Background: an optimization exercise with open tools, aiming at small area. Do not read the settings as production practice.
The RTL was checked by simulation tests, not by an equivalence proof against the original design.
No activity file was given, so power comes from the tool's default toggle rates.

==> design.v <==
module bcd9comp1 (
  input logic [3:0] in,
  output logic [3:0] out
);
  always_comb
    case (in)
      4'b0000: out = 4'b1001;
      4'b0001: out = 4'b1000;
      4'b0010: out = 4'b0111;
      4'b0011: out = 4'b0110;
      4'b0100: out = 4'b0101;
      4'b0101: out = 4'b0100;
      4'b0110: out = 4'b0011;
      4'b0111: out = 4'b0010;
      4'b1000: out = 4'b0001;
      4'b1001: out = 4'b0000;
      default: out = 4'b0000;
    endcase
endmodule
module bcdadd1 (
  input logic [3:0] a, b,
  input logic ci,
  output logic [3:0] s,
  output logic co
);
  logic[4:0] result; 
  assign result = {1'b0, a} + {1'b0, b} + {4'b0, ci} ;
  assign {co, s} = (result[4] == 1'b1 || result[3:0] > 4'd9) ? result + 6 : result;
endmodule
module bcdadd4 (
  input logic [15:0] a, b,
  input logic ci,
  output logic [15:0] s,
  output logic co
);
  wire [2:0] x;
  bcdadd1 add1(.a(a[3:0]), .b(b[3:0]), .ci(ci), .s(s[3:0]), .co(x[0]));
  bcdadd1 add2(.a(a[7:4]), .b(b[7:4]), .ci(x[0]), .s(s[7:4]), .co(x[1]));
  bcdadd1 add3(.a(a[11:8]), .b(b[11:8]), .ci(x[1]), .s(s[11:8]), .co(x[2]));
  bcdadd1 add4(.a(a[15:12]), .b(b[15:12]), .ci(x[2]), .s(s[15:12]), .co(co));
endmodule
module bcdaddsub4 (
  input logic [15:0] a, b,
  input logic op,
  output logic [15:0] s
);
  logic [15:0] x;
  logic[15:0] z;
  logic co;
  bcd9comp1 comp(.in(b[3:0]), .out(x[3:0]));
  bcd9comp1 comp1(.in(b[7:4]), .out(x[7:4]));
  bcd9comp1 comp2(.in(b[11:8]), .out(x[11:8]));
  bcd9comp1 comp3(.in(b[15:12]), .out(x[15:12]));
  always_comb begin
    if(op)
      z = x; 
    else 
      z = b; 
  end
  bcdadd4 addsub(.a(a), .b(z), .ci(op), .s(s), .co(co));
endmodule
module bcdssdec (
    input logic enable,
    input logic [7:0] in,
    output logic [13:0] out
);
logic [6:0] SEG7 [15:0];
always_comb begin
    SEG7[4'b0000] = 7'b0111111;
    SEG7[4'b0001] = 7'b0000110;
    SEG7[4'b0010] = 7'b1011011;
    SEG7[4'b0011] = 7'b1001111;
    SEG7[4'b0100] = 7'b1100110;
    SEG7[4'b0101] = 7'b1101101;
    SEG7[4'b0110] = 7'b1111101;
    SEG7[4'b0111] = 7'b0000111;
    SEG7[4'b1000] = 7'b1111111;
    SEG7[4'b1001] = 7'b1100111;
    SEG7[4'b1010] = 7'b0000000;
    SEG7[4'b1011] = 7'b0000000;
    SEG7[4'b1100] = 7'b0000000;
    SEG7[4'b1101] = 7'b0000000;
    SEG7[4'b1110] = 7'b0000000;
    SEG7[4'b1111] = 7'b0000000;
end
assign out = (enable) ? {SEG7[in[7:4]], SEG7[in[3:0]]} : 0;
endmodule
module clk_div(
  input logic clk, n_rst,
  input logic [22:0] lim,
  input logic [2:0]mode,
  output logic hzX,
  output logic [22:0] counter
);
  logic [16:0] count;
  assign counter = {6'b0, count};
  always_ff @ (posedge clk, negedge n_rst) begin
    if (~n_rst) begin
      count <= 0;
      hzX <= 0;
    end
    else begin
      if ((counter == lim) && (mode == 3'd4)) begin
        count <= 0;
        hzX <= 1'b1;
      end
      else begin
        count <= count + 1;
        hzX <= 1'b0;
      end
    end
  end
endmodule
module diff_speed(
    input logic clk,
    input logic n_rst,
    input logic [2:0]mode,
    input logic pushed_1,
    output logic [22:0]diff_speed,
    output logic [1:0]level 
);
    localparam EASY = 2'd1;
    localparam MEDIUM = 2'd2;
    localparam HARD = 2'd3;
    localparam DIFF = 3'd3;
    logic [1:0]nxt_lvl;
    logic pb_1out;
    sync_posedgeqiao u4(.clk(clk), .n_rst(n_rst), .button(pushed_1), .posout(pb_1out));
    always_ff @(posedge clk, negedge n_rst)
    begin
        if(n_rst == 1'b0) begin
            level <= EASY;
        end
        else begin
            level <= nxt_lvl;
        end
    end
    always_comb begin
        if (mode == DIFF) begin
            if (pb_1out == 1'b1) begin
                case(level)
                    EASY: begin
                        nxt_lvl = MEDIUM;
                    end
                    MEDIUM: begin
                        nxt_lvl = HARD;
                    end
                    HARD: begin
                        nxt_lvl = EASY;
                    end
                    default: begin
                        nxt_lvl = EASY;
                    end
                endcase
            end
            else begin
                nxt_lvl = level;
            end
        end
        else begin
            nxt_lvl = level;
        end
    end
    always_comb begin
        if (level == EASY)
            diff_speed = 23'd50000;
        else if (level == MEDIUM)
            diff_speed = 23'd40000;
        else if (level == HARD)
            diff_speed = 23'd30000;
        else 
            diff_speed = 23'd50000;
    end
endmodule
module finish_counter (
    input logic clk, beat_clk, n_rst,
    output logic finish
);
logic [5:0] nxt_pulse, fin_pulse;
always_comb begin
    if ((beat_clk == 1'd1) && (fin_pulse != 6'd41))
        nxt_pulse = fin_pulse + 1;
    else if (fin_pulse == 6'd41)
        nxt_pulse = 6'b0;
    else   
        nxt_pulse = fin_pulse;
end
always_ff @ (posedge clk, negedge n_rst) begin
    if (!n_rst)
        fin_pulse <= 6'b0;
    else   
        fin_pulse <= nxt_pulse;
end
always_comb begin
    if (fin_pulse == 6'd41)
        finish = 1'b1;
    else
        finish = 1'b0;
end
endmodule
`default_nettype none
module hit_scanning_and_scoring(
  input logic clk, n_rst, pushed,
  input logic [2:0] mode,
  input logic [38:0] padded_notes,
  input logic [22:0] counter, lim,
  output logic [15:0] num_misses, num_hits, 
  output logic missed, good
);
  logic [2:0] next_acc, acc;
  logic [22:0] counts, next_count;
  logic [15:0] next_num_misses, next_num_hits;
  logic [15:0] add_hit, add_miss;
  logic [22:0] next_flash_counter_1, flash_counter_1, next_flash_counter_2, flash_counter_2;
  logic start_count, next_start_count, hit, next_hit, check, next_missed, next_good;
  negedge_det check_hit(.clk(clk), .n_rst(n_rst), .in(start_count), .neg_edge(check));  
  always_ff @ (posedge clk, negedge n_rst) begin
    if (~n_rst) begin
      counts <= 0;
      hit <= 0;
      start_count <= 0;
      num_misses <= 0;
      num_hits <= 0;
      acc <= 1;
      good <= 0;
      missed <= 0;
      flash_counter_1 <= 0;
      flash_counter_2 <= 0;
    end
    else begin
      acc <= next_acc;
      counts <= next_count;
      hit <= next_hit;
      start_count <= next_start_count;
      num_misses <= next_num_misses;
      num_hits <= next_num_hits;
      good <= next_good;
      missed <= next_missed;
      flash_counter_1 <= next_flash_counter_1;
      flash_counter_2 <= next_flash_counter_2;
    end
  end
  bcdaddsub4 addhit(.a(num_hits), .b({13'b0, acc}), .op(1'b0), .s(add_hit));
  bcdaddsub4 addmiss(.a(num_misses), .b(16'b1), .op(1'b0), .s(add_miss));
  always_comb begin
    next_num_misses = num_misses;
    next_num_hits = num_hits;
    next_hit = hit;
    next_acc = acc;
    next_good = good;
    next_missed = missed;
    next_flash_counter_2 = 0;
    next_flash_counter_1 = 0;
    if (mode == 3'd1) begin
      next_num_misses = 0;
      next_num_hits = 0;
    end
    if (good) begin
      if (flash_counter_1 == 10000) begin
        next_flash_counter_1 = 0;
        next_good = 0;
      end
      else
        next_flash_counter_1 = flash_counter_1 + 1;
    end
    if (missed) begin
      if (flash_counter_2 == 10000) begin
        next_flash_counter_2 = 0;
        next_missed = 0;
      end
      else
        next_flash_counter_2 = flash_counter_2 + 1;
    end
    if (padded_notes[37]) begin
      if (counter == lim - 23'd11000)
        next_start_count = 1'b1;
      else if (counter == 23'd11000)
        next_start_count = 1'b0;
      else
        next_start_count = start_count;
    end
    else if (counter == 11000)
      next_start_count = 1'b0;
    else
      next_start_count = start_count;
    if (start_count) begin
      next_count = counter + 1;
      if (pushed)
        next_good = 1'b1;
    end
    else begin
      next_count = 0;
      if (pushed)
        next_missed = 1'b1;
    end
    if ((counts >= 1 && counts <= 60000) || (counts >= 16000 && counts <= 22000)) begin
      if (pushed) begin
        next_hit = 1'b1;
        next_acc = 3;
      end
    end
    else if ((counts >= 6001 && counts <= 9000) || (counts >= 13000 && counts <= 1599)) begin
      if (pushed) begin
        next_hit = 1'b1;
        next_acc = 5;
      end
    end
    else if ((counts >= 9001) && (counts <= 12999)) begin
      if (pushed) begin
        next_hit = 1'b1;
        next_acc = 7;
      end
    end 
    else if (pushed) begin
        next_num_misses = num_misses + 1;
    end
    if (check) begin
      next_hit = 1'b0;
      if(hit)
        next_num_hits = add_hit;
      else
        next_num_misses = add_miss;
    end
  end
endmodule
module main_game (
  input logic [31 : 0] notes1, notes2,
  input logic [2:0] mode,
  input logic clk, n_rst, button_1, button_2, 
  input logic [22:0] diff,
  output logic [13:0] out,
  output logic [7:0] num_misses, num_hits, score,
  output logic hit, missed, beat_clk, flash_on, is_neg
);
  logic [38 : 0] padded_notes1, padded_notes2;
  logic [22:0] counter; 
  logic [23:0] flash_counter, next_flash_counter;
  logic [15:0] num_hits_1, num_misses_1, num_hits_2, num_misses_2, total_num_hits, total_num_misses, total_score;
  logic [3:0] nine_cmp1, nine_cmp2;
  logic [15:0] disp_neg;
  logic scroll, pushed_1, pushed_2, hit_1, hit_2, missed_1, missed_2;
  clk_div speed(.clk(clk), .n_rst(n_rst), .lim(diff), .hzX(scroll), .counter(counter), .mode(mode));
  sync_posedge edge_button_1(.mode(mode), .clk(clk), .n_rst(n_rst), .button(button_1), .posout(pushed_1));
  sync_posedge edge_button_2(.mode(mode), .clk(clk), .n_rst(n_rst), .button(button_2), .posout(pushed_2));
  scroll_and_display play_song(.mode(mode), .clk(clk), .n_rst(n_rst), .scroll(scroll), .notes1(notes1), .notes2(notes2), .padded_notes1(padded_notes1), .padded_notes2(padded_notes2), .out(out));
  hit_scanning_and_scoring scoring_button_1(.clk(clk), .n_rst(n_rst), .pushed(pushed_1), .mode(mode), .lim(diff), .padded_notes(padded_notes1), .counter(counter), .num_misses(num_misses_1), .num_hits(num_hits_1), .missed(missed_1), .good(hit_1));
  hit_scanning_and_scoring scoring_button_2(.clk(clk), .n_rst(n_rst), .pushed(pushed_2), .mode(mode), .lim(diff), .padded_notes(padded_notes2), .counter(counter), .num_misses(num_misses_2), .num_hits(num_hits_2), .missed(missed_2), .good(hit_2));
  assign beat_clk = scroll;
  bcdadd4 addhits(.a(num_hits_1), .b(num_hits_2), .ci(0), .s(total_num_hits), .co());
  bcdadd4 addmisses(.a(num_misses_1), .b(num_misses_2), .ci(0), .s(total_num_misses), .co());
  assign num_hits = (total_num_hits > 16'h99) ? 8'h99 : total_num_hits[7:0];
  assign num_misses = (total_num_misses > 16'h99) ? 8'h99 : total_num_misses[7:0];
  bcdaddsub4 calc_score(.a(total_num_hits), .b(total_num_misses), .op(1'b1), .s(total_score));
  bcd9comp1 comp(.in(total_score[3:0]), .out(nine_cmp1));
  bcd9comp1 comp1(.in(total_score[7:4]), .out(nine_cmp2));
  bcdadd4 make_neg(.a({8'b0, nine_cmp2, nine_cmp1}), .b(16'b0), .ci(1'b1), .s(disp_neg), .co());
  always_ff @ (posedge clk, negedge n_rst) begin
    if (~n_rst)
      flash_counter <= 0;
    else
      flash_counter <= next_flash_counter;
  end
  always_comb begin
    flash_on = 1'b1;
    is_neg = 0;
    next_flash_counter = flash_counter;  
    if (total_score > 16'h99 && total_score < 16'h5000)   
      score = 8'h99;
    else if (total_score >= 16'h5000) begin
      is_neg = 1'b1;
      if (flash_counter == 99999)  
        next_flash_counter = 0;
      else 
        next_flash_counter = flash_counter + 1;
      if (flash_counter < 49999) 
        flash_on = 1'b1;
      else
        flash_on = 1'b0;
      if (total_score <= 16'h9999 && total_score >= 16'h9901)
        score = disp_neg[7:0];  
      else
        score = 8'h99;  
    end
    else 
      score = total_score[7:0];  
  end
  assign missed  = missed_1 | missed_2;
  assign hit = hit_1 | hit_2;
endmodule
module negedge_det(
    input logic clk, n_rst, in,
    output logic neg_edge
);
  logic edge_1, edge_2;
  always_ff @ (posedge clk, negedge n_rst) begin
    if (~n_rst) begin
      edge_1 <= 0;
      edge_2 <= 0;
    end
    else begin
      edge_1 <= in;
      edge_2 <= edge_1;
    end
  end
  assign neg_edge = ~edge_1 & edge_2;
endmodule
module NEW_high_score_check (
    input logic clk, n_rst, score_tog, flash, is_neg,
    input logic [7:0] score, hits, misses,
    input logic [2:0] mode,
    output logic [13:0] SS_disp,
    output logic red, green
);
logic [7:0] next_high, highest_score;
logic [6:0] SEG7 [15:0];
localparam FINISH = 3'd6;
always_comb begin
    if (mode == FINISH) begin  
        if (score > highest_score && ~is_neg)
            next_high = score;
        else
            next_high = highest_score;
    end
    else   
        next_high = highest_score;
end
always_ff @ (posedge clk, negedge n_rst) begin
    if (!n_rst)
        highest_score <= 0;
    else
        highest_score <= next_high;
end
logic [1:0] nxt_mode, score_mode;
logic sync_edg_det;
sync_posedgeqiao u1(.clk(clk), .n_rst(n_rst), .button(score_tog), .posout(sync_edg_det));
localparam curr_score = 2'd0;
localparam hi_score = 2'd1;
localparam hit = 2'd2;
localparam miss = 2'd3;
always_comb begin
    SEG7[4'b0000] = 7'b0111111;
    SEG7[4'b0001] = 7'b0000110;
    SEG7[4'b0010] = 7'b1011011;
    SEG7[4'b0011] = 7'b1001111;
    SEG7[4'b0100] = 7'b1100110;
    SEG7[4'b0101] = 7'b1101101;
    SEG7[4'b0110] = 7'b1111101;
    SEG7[4'b0111] = 7'b0000111;
    SEG7[4'b1000] = 7'b1111111;
    SEG7[4'b1001] = 7'b1100111;
    SEG7[4'b1010] = 7'b0000000;
    SEG7[4'b1011] = 7'b0000000;
    SEG7[4'b1100] = 7'b0000000;
    SEG7[4'b1101] = 7'b0000000;
    SEG7[4'b1110] = 7'b0000000;
    SEG7[4'b1111] = 7'b0000000;
end
always_ff @ (posedge clk, negedge n_rst) begin
    if (!n_rst)
        score_mode <= curr_score;
    else 
        score_mode <= nxt_mode;
end
always_comb begin 
    case (score_mode)
        curr_score : begin
            SS_disp = (flash) ? {SEG7[score[7:4]], SEG7[score[3:0]]} : 0;
            red = 0;
            green = 0;
        end
        hi_score : begin
            SS_disp = {SEG7[highest_score[7:4]], SEG7[highest_score[3:0]]};
            red = 1;
            green = 1;
        end
        hit : begin
            SS_disp = {SEG7[hits[7:4]], SEG7[hits[3:0]]};
            red = 0;
            green = 1;
        end
        miss: begin
            SS_disp = {SEG7[misses[7:4]], SEG7[misses[3:0]]};
            red = 1;
            green = 0;
        end
        default: begin 
            SS_disp = {SEG7[score[7:4]], SEG7[score[3:0]]};
            red = 0;
            green = 0;
        end
    endcase
end
always_comb begin
    case (score_mode)
        curr_score : begin
            if (sync_edg_det == 1)
                nxt_mode = hi_score;
            else
                nxt_mode = curr_score;
        end
        hi_score : begin
            if (sync_edg_det == 1)
                nxt_mode = hit;
            else
                nxt_mode = hi_score;
        end
        hit : begin
            if (sync_edg_det == 1)
                nxt_mode = miss;
            else
                nxt_mode = hit;
        end
        miss : begin
            if (sync_edg_det == 1)
                nxt_mode = curr_score;
            else
                nxt_mode = miss;
        end
    endcase
end
endmodule
module note_led_display (
    input logic [2:0] mode, 
    input logic nrst, clk, 
    input logic [31:0] next_note1, next_note2, 
    input logic [4:0] next_idx1, next_idx2,
    output logic [6:0] display_note1 , display_note2);
    logic [6:0] next_d1, next_d2;
    always_ff @(posedge clk, negedge nrst) begin
        if(nrst == 1'b0) begin
            display_note1 <= 7'b0;
            display_note2 <= 7'b0;
        end
        else begin
            display_note1 <= next_d1;
            display_note2 <= next_d2;
        end
    end
    always_comb begin
        next_d1 = display_note1;
        next_d2 = display_note2;
        if(mode == 3'd2) begin 
            case(next_idx2)
            0: next_d2 = {next_note2[0], 6'b0};
            1: next_d2 = {next_note2[1:0], 5'b0};
            2: next_d2 = {next_note2[2:0], 4'b0};
            3: next_d2 = {next_note2[3:0], 3'b0};
            4: next_d2 = {next_note2[4:0], 2'b0};
            5: next_d2 = {next_note2[5:0], 1'b0};
            default: begin
                next_d2[0] = next_note2[next_idx2 - 6];
                next_d2[1] = next_note2[next_idx2 - 5];
                next_d2[2] = next_note2[next_idx2 - 4];
                next_d2[3] = next_note2[next_idx2 - 3];
                next_d2[4] = next_note2[next_idx2 - 2];
                next_d2[5] = next_note2[next_idx2 - 1];
                next_d2[6] = next_note2[next_idx2];
            end
            endcase
            case(next_idx1)
            0: next_d1 = {next_note1[0], 6'b0};
            1: next_d1 = {next_note1[1:0], 5'b0};
            2: next_d1 = {next_note1[2:0], 4'b0};
            3: next_d1 = {next_note1[3:0], 3'b0};
            4: next_d1 = {next_note1[4:0], 2'b0};
            5: next_d1 = {next_note1[5:0], 1'b0};
            default: begin
                next_d1[0] = next_note1[next_idx1 - 6];
                next_d1[1] = next_note1[next_idx1 - 5];
                next_d1[2] = next_note1[next_idx1 - 4];
                next_d1[3] = next_note1[next_idx1 - 3];
                next_d1[4] = next_note1[next_idx1 - 2];
                next_d1[5] = next_note1[next_idx1 - 1];
                next_d1[6] = next_note1[next_idx1];
            end
            endcase
        end
        else begin
            next_d1 = 0;
            next_d2 = 0;
        end
    end
    endmodule
module scroll_and_display (
    input logic clk, n_rst, scroll,
    input logic [31:0] notes1, notes2,
    input logic [2:0] mode,
    output logic [38:0] padded_notes1, padded_notes2,
    output logic [13:0] out
);
  logic [38 : 0] shift1, shift2;
  logic [6:0] curr1, curr2;
  always_ff @ (posedge clk, negedge n_rst) begin
    if (~n_rst) begin
      padded_notes1 <= {7'b0, 32'hcccccccc};
      padded_notes2 <= {7'b0, 32'hAAAAAAAA};
    end
    else begin
      padded_notes1 <= shift1;
      padded_notes2 <= shift2;
    end
  end
  always_comb begin
    if(mode == 3'd3) begin 
      shift1 = {7'b0, notes1};
      shift2 = {7'b0, notes2};   
    end
    else begin
      shift1 = padded_notes1;
      shift2 = padded_notes2;   
    end   
    if(mode == 3'd4) begin
      if (scroll) begin
        shift1 = padded_notes1 << 1;
        shift2 = padded_notes2 << 1;
      end
      else begin
        shift1 = padded_notes1;
        shift2 = padded_notes2;
      end
    end
    curr1 = padded_notes1[38: 32];
    curr2 = padded_notes2[38: 32];
    out = {curr2, curr1};
  end
endmodule
module song_display ( output logic toggle_green, toggle_red, input logic clk, nrst, toggle, input logic [2:0] mode,
                     input logic [1:0] note, output logic [31:0] note1, note2, output logic [6:0] units, tens, output logic [6:0] display_note1 , display_note2) ;
    logic toggle_state, next_green, next_red;
    logic [4:0] position;
    song_editor um (.clk(clk), .nrst(nrst), .toggle(toggle), .note(note), .note1(note1), 
                    .display_note1(display_note1), .display_note2(display_note2), 
                    .note2(note2), .position(position), .toggle_state(toggle_state), .mode(mode));
    ssdec mi6 (.in(position), .out(units), .tens(tens));
    always_ff @(posedge clk, negedge nrst) begin
        if(nrst == 1'b0) begin
            toggle_green <= 0;
            toggle_red <= 0;
        end
        else begin
            toggle_green <= next_green;
            toggle_red <= next_red;
        end
    end
    always_comb begin
        if(mode == 3'd2) begin
        next_green = ~toggle_state;
        next_red = toggle_state;
        end
        else begin
            next_green = 1'b0;
            next_red = 1'b0;
        end
    end
endmodule
module song_editor (  
    input logic clk, nrst, toggle, 
    input logic [2:0] mode,
    input logic [1:0] note,
    output logic [31:0] note1, note2, 
    output logic [6:0] display_note1 , display_note2,
    output logic [4:0] position, 
    output logic toggle_state
);
logic [31:0] next_note1, next_note2;
logic [4:0] idx_note1, idx_note2, next_idx1, next_idx2;
logic next_toggle;
logic [4:0] next_position;
logic [1:0] boton_e;
logic boton02e;
parameter [31:0] initial1 = 32'hcccccccc;
parameter [31:0] initial2 = 32'hAAAAAAAA;
sync_edge_det boton0e ( .clk(clk), .Rst(nrst), .button_i(note[0]), .sig_f(boton_e[0]));
sync_edge_det boton1e ( .clk(clk), .Rst(nrst), .button_i(note[1]), .sig_f(boton_e[1]));
sync_edge_det boton2e ( .clk(clk), .Rst(nrst), .button_i(toggle), .sig_f(boton02e));
note_led_display drum (.clk(clk), .nrst(nrst), .next_note1(next_note1), .next_note2(next_note2), .mode(mode),
                         .next_idx1(next_idx1), .next_idx2(next_idx2), .display_note1(display_note1), .display_note2(display_note2));
always_ff @(posedge clk, negedge nrst) begin
    if(nrst == 0) begin     
        idx_note1 <= 5'd31;
        idx_note2 <= 5'd31;
        position <= 5'd31;
        toggle_state <= 1'b0;
        note1 <= initial1;
        note2 <= initial2;
    end
    else begin
        idx_note1 <= next_idx1;
        idx_note2 <= next_idx2;
        position <= next_position;
        toggle_state <= next_toggle;
        note1 <= next_note1;
        note2 <= next_note2;
    end
end
always_comb begin
    if(mode == 3'd2) begin
    next_toggle = toggle_state;
        if(boton02e) begin
            next_toggle = ~toggle_state;
        end
        next_note1 = note1; 
        next_idx1 = idx_note1;
        next_note2 = note2; 
        next_idx2 = idx_note2;
        next_position = position;
        if(toggle_state) begin
            next_note1[idx_note1] = note1[idx_note1]; 
            next_idx1 = idx_note1;
            next_position = idx_note2;
            case(boton_e)
                1: begin next_note2[idx_note2] = 1'b0; next_idx2 = idx_note2 - 1; end
                2: begin next_note2[idx_note2] = 1'b1; next_idx2 = idx_note2 - 1;end
                default: begin next_note2[idx_note2] = note2[idx_note2] ; next_idx2 = idx_note2; end
            endcase  
        end
    else begin
        next_note2[idx_note2] = note2[idx_note2]; 
        next_idx2 = idx_note2;
        next_position = idx_note1;
        case(boton_e)
            1: begin next_note1[idx_note1] = 1'b0; next_idx1 = idx_note1 - 1; end
            2: begin next_note1[idx_note1] = 1'b1; next_idx1 = idx_note1 - 1; end
            default: begin next_note1[idx_note1] = note1[idx_note1] ; next_idx1 = idx_note1; end
        endcase
    end
end 
else begin 
    next_idx1 = 5'd31;
    next_idx2 = 5'd31;
    next_position = 5'd31;
    next_toggle = 1'b0;
    next_note1 = note1;
    next_note2 = note2;
end
end
endmodule
module ssdec (input logic [4:0] in, output logic [6:0] out, tens);
always_comb begin
case(in)
0: out = 7'b0111111;
1: out = 7'b0000110;
2: out = 7'b1011011;
3: out = 7'b1001111;
4: out = 7'b1100110;
5: out = 7'b1101101;
6: out = 7'b1111101;
7: out = 7'b0000111;
8: out = 7'b1111111;
9: out = 7'b1100111;
10: out = 7'b0111111;
11: out = 7'b0000110;
12: out = 7'b1011011;
13: out = 7'b1001111;
14: out = 7'b1100110;
15: out = 7'b1101101;
16: out = 7'b1111101;
17: out = 7'b0000111;
18: out = 7'b1111111;
19: out = 7'b1100111;
20: out = 7'b0111111;
21: out = 7'b0000110;
22: out = 7'b1011011;
23: out = 7'b1001111;
24: out = 7'b1100110;
25: out = 7'b1101101;
26: out = 7'b1111101;
27: out = 7'b0000111;
28: out = 7'b1111111;
29: out = 7'b1100111;
30: out = 7'b0111111;
31: out = 7'b0000110;
default: out = 7'b0;
endcase
if (in < 5'd10) begin
    tens = 7'b0111111;
end
else if(in < 5'd20)begin
    tens = 7'b0000110;
end
else if(in < 5'd30)begin
    tens = 7'b1011011;
end
else begin
    tens = 7'b1001111;
end
end
endmodule
module state_fsm(
    input logic clk,
    input logic n_rst,
    input logic pushed_3,
    input logic pushed_4,
    input logic fin_check,
    output logic [2:0]mode
);
    localparam IDLE = 3'd1;
    localparam EDIT = 3'd2;
    localparam DIFF = 3'd3;
    localparam RUN = 3'd4;
    localparam PAUSE = 3'd5;
    localparam FINISH = 3'd6;
    logic [2:0]nxt_mode;
    logic pb_3out;
    logic pb_4out;
    sync_posedgeqiao u2(.clk(clk), .n_rst(n_rst), .button(pushed_3), .posout(pb_3out));
    sync_posedgeqiao u3(.clk(clk), .n_rst(n_rst), .button(pushed_4), .posout(pb_4out));
    always_ff @( posedge clk, negedge n_rst)
    begin
        if (~n_rst) begin
            mode <= IDLE;
        end
        else begin
            mode <= nxt_mode;
        end
    end
    always_comb 
    begin
        if(pb_3out == 1'b1) begin
            case(mode)
                IDLE:
                    nxt_mode = EDIT;
                EDIT:
                    nxt_mode = DIFF;
                DIFF:
                    nxt_mode = RUN;
                RUN:
                    nxt_mode = PAUSE;
                PAUSE:
                    nxt_mode = RUN;
                FINISH:
                    nxt_mode = IDLE;
                default:
                    nxt_mode = IDLE;
            endcase
        end
        else if (pb_4out == 1'b1) begin
            if (mode != EDIT)
                nxt_mode = FINISH;
            else
                nxt_mode = mode;
        end
        else begin
            if(fin_check == 1'b1)
                nxt_mode = FINISH;
            else
                nxt_mode = mode;
        end
    end
endmodule
module sync_edge_det( input logic clk, Rst, button_i, output logic sig_f);
logic sync_b, edge_1, edge_2;
always_ff @(posedge clk, negedge Rst) begin
if(Rst == 1'b0) begin
    sync_b <= 1'b0;
    edge_1 <= 1'b0;
    edge_2 <= 1'b0;
end
else begin
    sync_b <= button_i;
    edge_1 <= sync_b;
    edge_2 <= edge_1;
end
end
assign sig_f = edge_1 & (~edge_2);
endmodule
module sync_posedge(
    input logic clk, n_rst, button,
    input logic [2:0] mode,
    output logic posout
);
    logic sync_out, edge_1, edge_2;  
    logic [22:0] counter, next_count;
    always_ff @ (posedge clk, negedge n_rst) begin
        if (~n_rst) begin
            sync_out <= 0;
            edge_1 <= 0;
            edge_2 <= 0;
            counter <= 0;
        end
        else begin
            sync_out <= button;
            edge_1 <= sync_out;
            edge_2 <= edge_1;
            counter <= next_count;
        end
    end
    always_comb begin
        next_count = 0;
        posout = 0;
        if (mode == 3'd4) begin
            posout = edge_1 & ~edge_2;
        end
    end
endmodule
module sync_posedgeqiao(
    input logic clk,
    input logic n_rst,
    input logic button,
    output logic posout
);
    logic Q1;
    logic Q2;
    logic sync_pb;
    always_ff @(posedge clk, negedge n_rst)
    begin
        if (n_rst == 1'b0)
        begin
            sync_pb <= 0;
            Q1 <= 0;
            Q2 <= 0;
        end
        else
        begin
            sync_pb <= button;
            Q1 <= sync_pb;
            Q2 <= Q1;
        end
    end
    assign posout = Q1 & ~Q2;
endmodule
module Guitar_Villains(
    input logic clk,
    input logic n_rst,
    input logic [3:0]button,
    input logic chip_select,
    output logic [6:0]top_row,
    output logic [6:0]bottom_row,
    output logic red_disp,
    output logic green_disp,
    output logic [6:0]ss0,
    output logic [6:0]ss1
);
  logic button2_act, button3_act;     
  logic [22:0]diff_speed;
  logic finishpulse;
  logic beat_clk;
  logic [31:0]notes[1:0];   
  logic [13:0]finish_vals;
  logic [2:0]mode; 
  logic [1:0]level;
  logic [7:0]score;
  logic [7:0]num_misses;
  logic [7:0]num_hits;
  logic toggle_state;
  logic [4:0]position;
  logic [13:0] curr_score;
  logic [13:0]outputs;
  logic hit;
  logic missed;
  logic flash_on;
  logic is_neg;
  logic toggle1;
  logic toggle2;
  logic [6:0]ed_disp1;
  logic [6:0]ed_disp2;
  logic [6:0]units;
  logic [6:0]tens;
  logic o_red;
  logic o_green;
  localparam IDLE = 3'd1;
  localparam EDIT = 3'd2;
  localparam DIFF = 3'd3;
  localparam RUN = 3'd4;
  localparam PAUSE = 3'd5;
  localparam FINISH = 3'd6;
  always_comb begin
    if(~chip_select) begin
      button2_act = button[2];
      button3_act= button[3]; 
  end
  else begin
    button2_act = 0;
    button3_act= 0; 
  end
  end
  always_comb begin
    if(~chip_select) begin
    case(mode)
      IDLE: begin
        green_disp = 1'b0;
        red_disp = 1'b0;
        top_row = 7'b1111111;
        bottom_row = 7'b1111111;
        ss1 = 7'b0;
        ss0 = 7'b0;
      end
      EDIT: begin
        green_disp = toggle1;
        red_disp = toggle2;
        top_row = ed_disp2;
        bottom_row = ed_disp1;
        ss0 = units;
        ss1 = tens;
      end
      DIFF: begin
        top_row = 7'b0;
        red_disp = 1'b0;
        green_disp = 1'b0;
        bottom_row = 7'b0;
        case(level)
          2'd1:
          begin
            ss0 = 7'b0000110;
            ss1 = 7'b1011110;
          end
          2'd2:
          begin
            ss0 = 7'b1011011;
            ss1 = 7'b1011110;
          end
          2'd3:
          begin
            ss0 = 7'b1001111;
            ss1 = 7'b1011110;
          end
          default:
          begin
            ss0 = 7'b0;
            ss1 = 7'b0;
          end
        endcase
      end
      RUN: begin
        green_disp = hit;
        red_disp = missed;
        top_row = outputs[6:0];
        bottom_row = outputs[13:7];
        {ss1, ss0} = curr_score;
      end
      PAUSE: begin
        green_disp = hit;
        red_disp = missed;
        top_row = outputs[6:0];
        bottom_row = outputs[13:7];
        {ss1, ss0} = curr_score;
      end
      FINISH: begin
        green_disp = o_green;
        red_disp = o_red;
        {ss1, ss0} = finish_vals;
        top_row = 7'b0;
        bottom_row = 7'b0;
      end
      default: begin
        green_disp = 1'b0;
        red_disp = 1'b0;
        top_row = 7'b0;
        bottom_row = 7'b0;
        ss1 = 7'b0;
        ss0 = 7'b0;
      end
    endcase
    end 
    else begin
       green_disp = 1'b0;
        red_disp = 1'b0;
        top_row = 7'b0;
        bottom_row = 7'b0;
        ss1 = 7'b0;
        ss0 = 7'b0;
    end
  end
  finish_counter pulseout(.clk(clk), .n_rst(n_rst), .beat_clk(beat_clk), .finish(finishpulse));
  state_fsm modetrans(.clk(clk), .n_rst(n_rst), .pushed_3(button2_act), .pushed_4(button3_act), .fin_check(finishpulse), .mode(mode));
  diff_speed lvls(.clk(clk), .n_rst(n_rst), .mode(mode), .pushed_1(button[1]), .diff_speed(diff_speed), .level(level));
  main_game game(.clk(clk), .n_rst(n_rst), .mode(mode), .notes1(notes[0]), .notes2(notes[1]), .diff(diff_speed), .button_1(button[0]), .button_2(button[1]), .out(outputs), .num_misses(num_misses), .num_hits(num_hits), .hit(hit), .missed(missed), .score(score), .beat_clk(beat_clk), .flash_on(flash_on), .is_neg(is_neg));
  bcdssdec curr_score_disp(.enable(flash_on), .in(score), .out(curr_score));
  NEW_high_score_check highest_score(.clk(clk), .n_rst(n_rst), .flash(flash_on), .is_neg(is_neg), .score(score), .mode(mode), .score_tog(button[0]), .hits(num_hits), .misses(num_misses), .SS_disp(finish_vals), .red(o_red), .green(o_green));
  song_display disp_song( .clk(clk), .nrst(n_rst), .toggle_green(toggle1), .toggle_red(toggle2), .toggle(button[3]), .note(button[1:0]), .mode(mode), .note1(notes[0]), .note2(notes[1]), .display_note1(ed_disp1), .display_note2(ed_disp2), .units(units), .tens(tens));
endmodule
==> run.sh <==
#!/bin/bash
# synth_recipe.tcl (not shown) runs the flow's synth.tcl, then flattens the netlist and writes it again
# the make line also repeats each setting of config.mk as NAME=value (left out here)
make -C /OpenROAD-flow-scripts/flow DESIGN_CONFIG=/design/flow/config.mk WORK_HOME=/design/flow/orfs CLKGATE_MAP_FILE= SYNTH_SCRIPT=/design/flow/synth_recipe.tcl finish
==> config.mk <==
export PLATFORM = sky130hd
export DESIGN_NAME = Guitar_Villains
export DESIGN_NICKNAME = Guitar_Villains
export VERILOG_FILES = /design/flow/design.v
export SDC_FILE = /design/flow/constraint.sdc
export NUM_CORES = 4
export LEC_CHECK = 0
export CAP_MARGIN = 20
export CORE_MARGIN = 2
export CORE_UTILIZATION = 40
export SLEW_MARGIN = 20
==> constraint.sdc <==
create_clock -name core_clock -period 20.0 [get_ports {clk}]
set_input_delay 4.0000 -clock core_clock [delete_from_list [all_inputs] [get_ports {clk}]]
set_output_delay 4.0000 -clock core_clock [all_outputs]
set_load 0.01 [all_outputs]
==> run notes <==
synthesized netlist by cell type, types with 30 or more instances:
cell	count
sky130_fd_sc_hd__nand2_1	486
sky130_fd_sc_hd__nor2_1	457
sky130_fd_sc_hd__dfrtp_1	379
sky130_fd_sc_hd__o21ai_0	356
sky130_fd_sc_hd__a21oi_1	311
sky130_fd_sc_hd__clkbuf_1	190
sky130_fd_sc_hd__ha_1	179
sky130_fd_sc_hd__nand3_1	179
sky130_fd_sc_hd__inv_1	177
sky130_fd_sc_hd__mux2i_1	163
sky130_fd_sc_hd__xnor2_1	163
sky130_fd_sc_hd__nor3_1	103
sky130_fd_sc_hd__a31oi_1	84
sky130_fd_sc_hd__xor2_1	82
sky130_fd_sc_hd__dfstp_2	81
sky130_fd_sc_hd__nor2b_1	72
sky130_fd_sc_hd__and3_1	69
sky130_fd_sc_hd__a211oi_1	57
sky130_fd_sc_hd__nand4_1	47
sky130_fd_sc_hd__or3_1	46
sky130_fd_sc_hd__a21o_1	44
sky130_fd_sc_hd__nand2b_1	44
sky130_fd_sc_hd__o22ai_1	44
sky130_fd_sc_hd__and2_1	41
sky130_fd_sc_hd__o211ai_1	41
sky130_fd_sc_hd__nor4_1	38
sky130_fd_sc_hd__buf_2	33
sky130_fd_sc_hd__mux2_2	33
sky130_fd_sc_hd__o31ai_1	32
sky130_fd_sc_hd__o21a_1	31
sky130_fd_sc_hd__or2_2	30
layer usage:
layer  track usage [%]  vias to the layer above
li1                  -                    16600
met1              31.7                    16600
met3              2.95                      243
met4              8.51                        0
met5                 0                        -
met2              35.4                     1179
kinds of logic after synthesis:
family	after synthesis
and+or+nand+nor	1709
AOI/OAI and AO/OA	1345
DFF	460
buffers and inverters	456
xor gates and xnor gates	245
muxes	213
adders and majority gates	205
sequential cells by signal, indices dropped and copies added, names as in the netlist, 6 cells and up:
signal / count
game.scoring_button_2.counts: 18
highest_score.highest_score: 8
pulseout.fin_pulse: 6
disp_song.um.drum.display_note1: 7
game.scoring_button_1.flash_counter_1: 23
game.play_song.padded_notes1: 39
game.scoring_button_2.flash_counter_2: 23
disp_song.um.note2: 32
game.speed.count: 17
game.play_song.padded_notes2: 39
game.scoring_button_1.num_misses: 16
disp_song.um.drum.display_note2: 7
game.scoring_button_2.num_hits: 16
game.scoring_button_1.counts: 18
game.flash_counter: 24
game.scoring_button_1.flash_counter_2: 23
game.scoring_button_2.num_misses: 16
disp_song.um.note1: 32
game.scoring_button_2.flash_counter_1: 23
game.scoring_button_1.num_hits: 16
worst max-delay path by stage:
stage	end	slack, ns	from
final	ss0[3]	3.66	game.scoring_button_2.num_misses[1]
after global placement	ss0[3]	4.75	game.scoring_button_1.num_hits[0]
after global routing	ss0[3]	2.86	game.scoring_button_2.num_misses[1]
after detailed placement	ss0[3]	4.47	game.scoring_button_1.num_misses[1]
after floorplan	ss0[5]	6.44	game.scoring_button_2.num_misses[0]
after CTS	ss0[3]	3.72	game.scoring_button_1.num_misses[1]
metrics by stage:
step / util (%) / power, mW / std cells
after detailed placement: 41.7 / 4.02 / 5703
after CTS: 43.7 / 5.09 / 5806
after global routing: 43.7 / 5.50 / 5807
after floorplan: - / 3.31 / 4633
after global placement: 41.7 / 4.01 / 5703
final: 43.7 / 5.10 / 5808
power groups by stage:
stage / sequential (mW) / combinational (mW) / clock [mW]
after floorplan: 1.08 / 2.24 / 0
after global placement: 1.13 / 2.88 / 0
after detailed placement: 1.13 / 2.90 / 0
after CTS: 1.11 / 2.91 / 1.07
after global routing: 1.13 / 3.27 / 1.10
final: 1.12 / 2.94 / 1.04
layout by cell type (no fill, tap or decap), types with 84 or more instances in the layout:
cell type	netlist	routed
sky130_fd_sc_hd__a21oi_1	311	310
sky130_fd_sc_hd__a31oi_1	84	84
sky130_fd_sc_hd__dfrtp_1	379	379
sky130_fd_sc_hd__ha_1	179	179
sky130_fd_sc_hd__inv_1	177	177
sky130_fd_sc_hd__mux2i_1	163	163
sky130_fd_sc_hd__nand2_1	486	486
sky130_fd_sc_hd__nand3_1	179	179
sky130_fd_sc_hd__nor2_1	457	456
sky130_fd_sc_hd__nor3_1	103	100
sky130_fd_sc_hd__o21ai_0	356	356
sky130_fd_sc_hd__xnor2_1	163	163
area by class of cell:
type,instances,area share (%)
Multi-Input combinational cell,3717,59.6
Sequential cell,460,28.4
Tap cell,1254,3.84
Clock buffer,78,3.77
Timing Repair Buffer,86,1.92
Inverter,187,1.72
Clock inverter,25,0.801
Antenna cell,1,0.00612
==> flow_summary_export.csv <==
group,metric,value,unit
worst_setup_path,critical_path_class,"reg2out",
logic_synthesis,synth_top_area_cell,"sky130_fd_sc_hd__dfrtp_1",
logic_synthesis,muxShareOfSynthArea,6.28,%
clock_network,clock_insertion_delay_at_the_later_pin_of_the_skew_report,0.66,ns
timing,totalNegativeSetupSlack,0,ns
min_path,hold_path_origin,"disp_song.um.boton2e.sync_b",
global_route,track_usage,22.6,%
timing,fin_hold_ws,0.314,ns
die,placement_rows,112,
detailed_routing,met2_length,50.0,mm
clock_network,cts_max_path_buffers,3,
detailed_routing,postRouteWirelength,113,mm
logic_synthesis,synth_top_area_share,25.1,%
place,placement.cell_area,39000,um2
timing,max_slew_margin,24.0,%
pwr,comb_power_share,57.7,%
clock_network,post_cts_repair_resize_count,0,
logic_synthesis,yosys.area_share.adder,7.21,%
min_path,worstHoldPathType,"reg2reg",
clock_network,hold_buffers,0,
pwr,cell_internal_pwr,2.77,mW
clock_network,cts_htree_levels,2,
detailed_routing,drt-initial-drc-count,3214,
die,die_area,97100,um2
min_path,worst_hold_path.endpoint,"disp_song.um.boton2e.edge_1",
pwr,switching_power,2.32,mW
clock_network,number_of_setup_buffers_added_after_cts,0,
worst_setup_path,worst-endpoint-required,16.00,ns
logic_synthesis,synth_area,37800,um2
timing,final.setup_skew,0.0637,ns
die,die_w,312,um
detailed_routing,viasPerCell,5.96,
die,core-area,93600,um2
pwr,clkPwrFrac,20.4,%
worst_setup_path,timing.critical_path.buf_inv,6,
worst_setup_path,critical-path-top-delay-family,"adder cells",
pwr,swShare,45.6,%
cells_and_area,n_fill_cell,9370,
logic_synthesis,ys_top_cells_by_area,"sky130_fd_sc_hd__dfrtp_1 25%, sky130_fd_sc_hd__ha_1 5.9%, sky130_fd_sc_hd__dfstp_2 5.6%, sky130_fd_sc_hd__nand2_1 4.8%, sky130_fd_sc_hd__o21ai_0 4.7%",
timing,tightestPinTransition,1.13,ns
global_route,first_global_vias,32700,
pwr,p_seq_share,21.9,%
cells_and_area,area_delta_synth_final,8.09,%
pwr,cellLeakagePower,16.6,nW
logic_synthesis,synth_seq_area_share,30.7,%
timing,timing.final.max_slew_violations,0,
global_route,grt_first_pass_wirelength,182,mm
worst_setup_path,startpoint_type,"flip-flop",
timing,time_the_final_worst_path_needs_with_i_o_delays_and_setup,16.34,ns
place,io_buffers,36,
logic_synthesis,post_synthesis_compound_gate_area_fraction,23.4,%
detailed_routing,drcViolationCount,0,
min_path,min_delay_path_depth,0,
global_route,gr-total-overflow,0,
cells_and_area,fin_nets,4716,
cells_and_area,multiInputGateArea,24400,um2
worst_setup_path,timing.critical_path.to_type,"output pin",
worst_setup_path,timing.critical_path.slowest_cell_delay,0.66,ns
logic_synthesis,postSynthAreaPerCell,8.17,um2
timing,setup_repair_after_global_routing_missed_its_margin,"false",
timing,setup_violations,0,
logic_synthesis,post_synth_xor_area_fraction,5.67,%
logic_synthesis,synth_simple_gate_area_share,21.7,%
clock_network,cts_sinks,460,
global_route,maximum_number_of_pins_on_one_net_before_global_route_repair,169,
global_route,number_of_antenna_violations_at_the_first_check_in_global_routing,0,
place,gp_congestion,0.940,
logic_synthesis,number_of_synthesized_register_bits,460,
place,pre_cts_ws,4.47,ns
logic_synthesis,synth_cell_type_count,123,
logic_synthesis,synth.yosys.warnings,25,
logic_synthesis,synth_enable_flop_cells,0,
detailed_routing,maxUsedRoutingLayer,"met4",
worst_setup_path,timing.critical_path.fanout_max,10,
detailed_routing,met1_routed_wirelength_after_detailed_routing,51.5,mm
worst_setup_path,regToRegStartpoint,"game.scoring_button_2.num_misses[1]",
cells_and_area,final_layout_size_suffix_gt1_share,8.24,%
timing,finalHoldViolations,0,
pwr,vdd_drop_max,0.186,mV
timing,clock.fmax,61.2,MHz
clock_network,cts_root_buffer,"sky130_fd_sc_hd__clkbuf_16",
worst_setup_path,worst-r2r-setup-slack,8.19,ns
clock_network,clkTransAtPathRegs,0.06,ns
run,drv.max_cap_violation_count,0,
logic_synthesis,synth_nets,4842,
detailed_routing,met3WireLength,7.09,mm
run_status,status,"complete, no violations",
cells_and_area,final_design_area_no_fill,40900,um2
worst_setup_path,cp_common_cell,"sky130_fd_sc_hd__fa_1",
worst_setup_path,cpMaxStageDelayCell,"sky130_fd_sc_hd__clkdlybuf4s50_1",
logic_synthesis,share_of_synthesized_registers_carrying_an_async_set_or_reset,100,%
detailed_routing,drt_pass1_iterations,6,
detailed_routing,post_drt_wl_per_cell,19.4,um
logic_synthesis,synth-main-ff-cell,"sky130_fd_sc_hd__dfrtp_1",
clock_network,cts_made_buffers,55,
worst_setup_path,r2r_end,"highest_score.highest_score[3]",
cells_and_area,register_area,11600,um2
detailed_routing,detailroute.via_count,34600,
timing,period_share,81.7,%
die,io-pin-count,37,
logic_synthesis,synth_top_family_by_area,"compound AO/OA/AOI/OAI gates",
die,floorplan.initialDensity,40.4,%
die,fp.dieH,312,um
timing,post-route-worst-setup-slack,3.66,ns
pwr,cellPowerDensity,125,nW/um2
clock_network,cts_tree,"yes",
detailed_routing,drt.antenna.violating_nets,0,
worst_setup_path,worstPathArrival,12.34,ns
worst_setup_path,critical_path_depth,43,
place,detailedPlacementHpwl,81.4,mm
logic_synthesis,postSynthCellCount,4633,
worst_setup_path,worstRegToRegCells,48,

[separate check: timing with driven ports]
How much do the figures lean on ideal ports? The routed layout below was timed once more, with nothing changed but the port constraints.
Step 1: set_driving_cell puts a clkbuf_16 on clk and a buf_2 on each other input, an assumption about the parent block.
Step 2 also shifts input and output timing later by t, the mid clock arrival at the registers, as if the neighbouring blocks saw the same clock.
Slacks: no drivers / after step 1 / after step 2; pairs: no drivers / after step 1.
shift t [ns]: 0.699
setup WS [ns]: 3.658 / 3.590 / 4.288
worst data-port slew with drivers (ns): 0.07
pins driven straight from the clock port: 1
After both steps setup and hold are still met in this run. The setup slack of this run moves by -0.068 ns with the drivers and by +0.630 ns with both steps.
